Source: an optimization exercise on an open RTL-to-GDS flow (aim: small area). Production flows keep margins and buffers that such runs may drop. In this exercise RTL edits were held to simulation tests only and were not proved equivalent to the original. The clock port is modelled as an ideal driver; clocking choices that lean on that would not hold on a real chip.

== P ==
==> flow/design.v (excerpt) <==
module FanController #(parameter CLOCK_FREQUENCY = 100) (
    input wire clk,
    input wire reset,
    input wire [3:0] microupcode,
    input wire signed [7:0] set_point,
    input wire signed [7:0] sensor1_temp,
    input wire signed [7:0] sensor2_temp,
    output wire [1:0] fan_status,
    output wire cooler_status,
    output wire [7:0] user_output
);
For scale: ~41 I/O pins, ~0.030 sq mm of cells after synthesis.
==> flow/config.mk <==
export PLATFORM = sky130hd
export DESIGN_NAME = FanController
export DESIGN_NICKNAME = FanController
export VERILOG_FILES = /design/flow/design.v
export SDC_FILE = /design/flow/constraint.sdc
export NUM_CORES = 4
export LEC_CHECK = 0
export ABC_AREA = 1
export CAP_MARGIN = 20
export CORE_MARGIN = 2
export CORE_UTILIZATION = 60
export CTS_BUF_LIST = sky130_fd_sc_hd__clkbuf_16
export CTS_CLUSTER_DIAMETER = 100
export CTS_CLUSTER_SIZE = 30
export PLACE_DENSITY = 0.7
export SLEW_MARGIN = 20
==> flow/constraint.sdc <==
create_clock -name core_clock -period 125.0 [get_ports {clk}]
set_input_delay 25.0000 -clock core_clock [delete_from_list [all_inputs] [get_ports {clk}]]
set_output_delay 25.0000 -clock core_clock [all_outputs]
set_load 0.01 [all_outputs]
run.sh (not shown) runs the stock make flow with config.mk's settings and CLKGATE_MAP_FILE= SYNTH_SCRIPT=/design/flow/synth_recipe.tcl, a recipe that flattens the netlist after the stock synthesis.
Here is what was changed in the inputs of Q compared with P.
- a change of CTS_CLUSTER_DIAMETER from 100 to 50
NOTE: met3 global-route usage in Q exceeds that of P. Q vs P, wire length went up by about 1.5%. Worst slack on hold paths in Q vs P: up 0.0081 ns. The proportion of final cell area spent on non-clock buffers on P is in line with that on Q. On met1 wire length, the higher figure sits with Q, not P. The max-slew violation total from the final report was comparable across Q and P.
Here is what was changed in the inputs of R compared with Q.
- changing CTS_CLUSTER_DIAMETER from 50 to 100
==> flow/flow/run.sh (new file) <==
#!/bin/bash
# Own flow: the standard layout, except that Yosys's technology mapping step runs ABC
# with an area-oriented script (flow/abc_area.script: dc2, dch, amap) in place of ORFS's
# abc_area.script. Everything else, including the registers, is the standard synthesis.
set -euo pipefail
W=$PWD

# Synthesis script: synth_recipe.tcl sourcing a copy of ORFS's synth.tcl whose abc call uses
# our ABC script
sed 's|^  log_cmd abc {\*}\$abc_args$|  set abc_args [lreplace $abc_args 1 1 '"$W"'/flow/abc_area.script]\n  log_cmd abc {*}$abc_args|' \
    "$FLOW_HOME/scripts/synth.tcl" > "$W/abc_synth.tcl"
grep -q 'flow/abc_area.script' "$W/abc_synth.tcl"
sed 's|^source \$::env(SCRIPTS_DIR)/synth.tcl$|source '"$W"'/abc_synth.tcl|' "$W/synth_recipe.tcl" > "$W/own_synth.tcl"
grep -q 'abc_synth.tcl' "$W/own_synth.tcl"
sed "s|SYNTH_SCRIPT=[^ ]*|SYNTH_SCRIPT=$W/own_synth.tcl|" "$W/standard.sh" > "$W/own_standard.sh"
grep -q 'own_synth.tcl' "$W/own_standard.sh"

bash "$W/own_standard.sh" synth > "$W/synth.log" 2>&1
bash "$W/standard.sh" > "$W/layout.log" 2>&1
test -f "$W/out/final.def"
==> flow/flow/abc_area.script (new file) <==
strash
dc2
dch -f
amap
topo
dnsize -c
==> flow/standard.sh (new file) <==
#!/bin/bash
# synth_recipe.tcl (not shown) runs the flow's synth.tcl, then flattens the netlist and writes it again
# the make line also repeats each setting of config.mk as NAME=value (left out here)
make -C /OpenROAD-flow-scripts/flow DESIGN_CONFIG=/design/flow/config.mk WORK_HOME=/design/flow/orfs CLKGATE_MAP_FILE= SYNTH_SCRIPT=/design/flow/synth_recipe.tcl "${@:-finish}"
removed: flow/run.sh
==> comparison <==
Relative to Q, instance area at placement decreased by 960 sq um in R. Cell area: R vs Q down about 6%. Changes observed in R relative to Q: multi-input gate share of the layout cell area decreased by 1.6 points relative to the old numbers.
Setup changes, R to S
- CTS_CLUSTER_DIAMETER changed from 100 to 40
- CTS_CLUSTER_SIZE changed from 30 to 22
==> flow/run.sh (new file) <==
#!/bin/bash
# synth_recipe.tcl (not shown) runs the flow's synth.tcl, then flattens the netlist and writes it again
# the make line also repeats each setting of config.mk as NAME=value (left out here)
make -C /OpenROAD-flow-scripts/flow DESIGN_CONFIG=/design/flow/config.mk WORK_HOME=/design/flow/orfs CLKGATE_MAP_FILE= SYNTH_SCRIPT=/design/flow/synth_recipe.tcl finish
removed: flow/flow/run.sh
removed: flow/flow/abc_area.script
removed: flow/standard.sh
Results
S reached the end of the flow, and the finished layout is clean on the timing, DRC and antenna checks.
From R to S the numbers moved as follows: cell area reported after detailed placement rose by 3.2%; largest fanout on the critical path went up; non-clock inverter total of the final layout +19%; register-to-register slack increased 1.12 ns.
Sort S and R by setup slack, descending, and S comes first.
S — later-pin clock latency in the skew report 0.04 ns higher, R as reference

FanController, a different RTL version from the one above (not shown whole).
Size in the first run: roughly 2000 cells after synthesis, roughly 41 I/O pins.
Settings: LEC_CHECK=0, ABC_AREA=1, CAP_MARGIN=20, CORE_MARGIN=2, CORE_UTILIZATION=60, CTS_BUF_LIST=sky130_fd_sc_hd__clkbuf_16, CTS_CLUSTER_DIAMETER=100, CTS_CLUSTER_SIZE=30, PLACE_DENSITY=0.7, SLEW_MARGIN=20; clock period 125.0 ns.
standard.sh (not shown) runs the stock make flow with config.mk's settings and CLKGATE_MAP_FILE= SYNTH_SCRIPT=/design/flow/synth_recipe.tcl, a recipe that flattens the netlist after the stock synthesis.
==> flow/flow/run.sh <==
#!/bin/bash
# Own flow: the standard layout, except that Yosys's technology mapping step runs ABC
# with an area-oriented script (flow/abc_area.script: dc2, dch, amap) in place of ORFS's
# abc_area.script. Everything else, including the registers, is the standard synthesis.
# Clock tree synthesis takes the same settings as config.mk gives it, without dummy loads.
set -euo pipefail
W=$PWD

# Synthesis script: synth_recipe.tcl sourcing a copy of ORFS's synth.tcl whose abc call uses
# our ABC script
sed 's|^  log_cmd abc {\*}\$abc_args$|  set abc_args [lreplace $abc_args 1 1 '"$W"'/flow/abc_area.script]\n  log_cmd abc {*}$abc_args|' \
    "$FLOW_HOME/scripts/synth.tcl" > "$W/abc_synth.tcl"
grep -q 'flow/abc_area.script' "$W/abc_synth.tcl"
sed 's|^source \$::env(SCRIPTS_DIR)/synth.tcl$|source '"$W"'/abc_synth.tcl|' "$W/synth_recipe.tcl" > "$W/own_synth.tcl"
grep -q 'abc_synth.tcl' "$W/own_synth.tcl"
sed "s|SYNTH_SCRIPT=[^ ]*|SYNTH_SCRIPT=$W/own_synth.tcl|" "$W/standard.sh" > "$W/own_standard.sh"
grep -q 'own_synth.tcl' "$W/own_standard.sh"

bash "$W/own_standard.sh" synth > "$W/synth.log" 2>&1
export CTS_ARGS="-sink_clustering_enable -repair_clock_nets -buf_list sky130_fd_sc_hd__clkbuf_16 -sink_clustering_size 30 -sink_clustering_max_diameter 100 -dont_use_dummy_load"
bash "$W/standard.sh" > "$W/layout.log" 2>&1
test -f "$W/out/final.def"
==> flow/flow/abc_area.script <==
strash
dc2
dch -f
amap -F 20 -A 20
topo
dnsize -c
The first run ran to the end with no violations.
Rerun with:
--- a/flow/flow/run.sh
+++ b/flow/flow/run.sh
@@ -4,3 +4,4 @@
 # abc_area.script. Everything else, including the registers, is the standard synthesis.
-# Clock tree synthesis takes the same settings as config.mk gives it, without dummy loads.
+# Clock tree synthesis takes the same settings as config.mk gives it, without dummy loads,
+# and the port buffers are the smallest buffer, buf_1.
 set -euo pipefail
@@ -20,2 +21,3 @@
 export CTS_ARGS="-sink_clustering_enable -repair_clock_nets -buf_list sky130_fd_sc_hd__clkbuf_16 -sink_clustering_size 30 -sink_clustering_max_diameter 100 -dont_use_dummy_load"
+export BUFFER_PORTS_ARGS="-buffer_cell sky130_fd_sc_hd__buf_1"
 bash "$W/standard.sh" > "$W/layout.log" 2>&1
Settings changed: GPL_TIMING_DRIVEN from default to 0.
What happened: The new run finished with timing, DRC and antenna clean. Utilization falls by 0.47 points. Register-to-register slack loses 0.14 ns. Wire length falls by 8.5%. Synthesized cell count does not change. Worst setup slack loses 0.013 ns. Non-clock buffer count falls by 7. Hold slack gains 0.036 ns. Die area does not change.
Rerun with:
--- a/flow/flow/run.sh
+++ b/flow/flow/run.sh
@@ -20,3 +20,3 @@
 bash "$W/own_standard.sh" synth > "$W/synth.log" 2>&1
-export CTS_ARGS="-sink_clustering_enable -repair_clock_nets -buf_list sky130_fd_sc_hd__clkbuf_16 -sink_clustering_size 30 -sink_clustering_max_diameter 100 -dont_use_dummy_load"
+export CTS_ARGS="-sink_clustering_enable -repair_clock_nets -buf_list sky130_fd_sc_hd__clkbuf_8 -sink_clustering_size 20 -sink_clustering_max_diameter 80 -dont_use_dummy_load"
 export BUFFER_PORTS_ARGS="-buffer_cell sky130_fd_sc_hd__buf_1"
Settings changed: GPL_TIMING_DRIVEN 0 to default.
Outcome: The changed run ran to the end with no violations; global-route usage is higher by 1.3 points; first-iteration DRC count grows by 2.6%; synthesized area is unchanged; sequential share of layout area grows by 0.45 points.
Rerun with:
--- a/flow/flow/run.sh
+++ b/flow/flow/run.sh
@@ -4,4 +4,3 @@
 # abc_area.script. Everything else, including the registers, is the standard synthesis.
-# Clock tree synthesis takes the same settings as config.mk gives it, without dummy loads,
-# and the port buffers are the smallest buffer, buf_1.
+# Clock tree synthesis takes the same settings as config.mk gives it, without dummy loads.
 set -euo pipefail
@@ -20,4 +19,3 @@
 bash "$W/own_standard.sh" synth > "$W/synth.log" 2>&1
-export CTS_ARGS="-sink_clustering_enable -repair_clock_nets -buf_list sky130_fd_sc_hd__clkbuf_8 -sink_clustering_size 20 -sink_clustering_max_diameter 80 -dont_use_dummy_load"
-export BUFFER_PORTS_ARGS="-buffer_cell sky130_fd_sc_hd__buf_1"
+export CTS_ARGS="-sink_clustering_enable -repair_clock_nets -buf_list sky130_fd_sc_hd__clkbuf_16 -sink_clustering_size 30 -sink_clustering_max_diameter 100 -dont_use_dummy_load"
 bash "$W/standard.sh" > "$W/layout.log" 2>&1
Settings changed: CORE_UTILIZATION 60 to 50, PLACE_DENSITY 0.7 to 0.6.
Outcome:
- The changed run completed with no timing, DRC or antenna violations
- wire length drops by 2.7%
- final area goes up by 2.0%
- cell count is higher by 4.6%
- global-route usage fell by 4.3 points
- die area is higher by 20%
- synthesized cell count does not change
Rerun with:
--- a/flow/flow/run.sh
+++ b/flow/flow/run.sh
@@ -4,3 +4,4 @@
 # abc_area.script. Everything else, including the registers, is the standard synthesis.
-# Clock tree synthesis takes the same settings as config.mk gives it, without dummy loads.
+# Clock tree synthesis takes the same settings as config.mk gives it, without dummy loads,
+# and the port buffers are the smallest buffer, buf_1.
 set -euo pipefail
@@ -20,2 +21,3 @@
 export CTS_ARGS="-sink_clustering_enable -repair_clock_nets -buf_list sky130_fd_sc_hd__clkbuf_16 -sink_clustering_size 30 -sink_clustering_max_diameter 100 -dont_use_dummy_load"
+export BUFFER_PORTS_ARGS="-buffer_cell sky130_fd_sc_hd__buf_1"
 bash "$W/standard.sh" > "$W/layout.log" 2>&1
Settings changed: CORE_UTILIZATION 50 to 60, PLACE_DENSITY 0.6 to 0.7.
Core utilization came out higher by 10 points.
Synthesized cell count does not change.
Clock skew came out lower by 0.0067 ns.
Non-clock buffer count decreases by 3.
Final cell count drops by 5.3%.
Rerun with:
--- a/flow/flow/run.sh
+++ b/flow/flow/run.sh
@@ -4,4 +4,2 @@
 # abc_area.script. Everything else, including the registers, is the standard synthesis.
-# Clock tree synthesis takes the same settings as config.mk gives it, without dummy loads,
-# and the port buffers are the smallest buffer, buf_1.
 set -euo pipefail
@@ -20,4 +18,2 @@
 bash "$W/own_standard.sh" synth > "$W/synth.log" 2>&1
-export CTS_ARGS="-sink_clustering_enable -repair_clock_nets -buf_list sky130_fd_sc_hd__clkbuf_16 -sink_clustering_size 30 -sink_clustering_max_diameter 100 -dont_use_dummy_load"
-export BUFFER_PORTS_ARGS="-buffer_cell sky130_fd_sc_hd__buf_1"
 bash "$W/standard.sh" > "$W/layout.log" 2>&1
What happened:
- die area is unchanged
- register-to-register slack improved by 0.30 ns
- non-clock buffer count came out higher by 3
- design area came out higher slightly
- flip-flop and latch count is unchanged
- utilization came out higher by 0.80 points

## what the ideal ports hide
The flow's constraints put no driver on any port. The routed layouts listed below were extracted and timed again, unchanged, in two steps.
Step 1 sets driving cells, clkbuf_16 on the clock port and buf_2 on the other inputs (assumed; they add their load-dependent delay and slew).
Step 2 moves the port delays by t, midway between the first and last clock arrival at a register: inputs arrive t later, outputs are due t later. That takes back most of the time a late clock gives input paths.
Slacks: no drivers / after step 1 / after step 2; pairs: no drivers / after step 1.
run	t (ns)	setup slack, ns	worst setup path after step 2	latest minus earliest clock arrival (ns)
P	0.655	69.671 / 69.644 / 69.644	input to output	0.037 / 0.037
Q	0.695	69.673 / 69.646 / 69.646	input to output	0.040 / 0.039
R	0.648	67.840 / 67.817 / 67.817	input to output	0.042 / 0.042
S	0.699	69.648 / 69.621 / 69.621	input to output	0.030 / 0.030
the first run of note 2	0.633	67.896 / 67.871 / 67.871	input to output	0.096 / 0.096
the second run of note 2	0.618	67.883 / 67.859 / 67.859	input to output	0.053 / 0.054
the third run of note 2	0.697	68.572 / 68.547 / 68.547	input to output	0.119 / 0.119
the fourth run of note 2	0.637	67.956 / 67.922 / 67.922	input to output	0.081 / 0.081
the fifth run of note 2	0.623	68.630 / 68.606 / 68.606	input to output	0.077 / 0.077
the sixth run of note 2	0.649	67.875 / 67.850 / 67.850	input to output	0.066 / 0.065
After both steps every run listed still meets setup and hold. The setup slack of the fourth run of note 2, which loses most, moves by -0.034 ns with the drivers and by -0.034 ns with both steps.
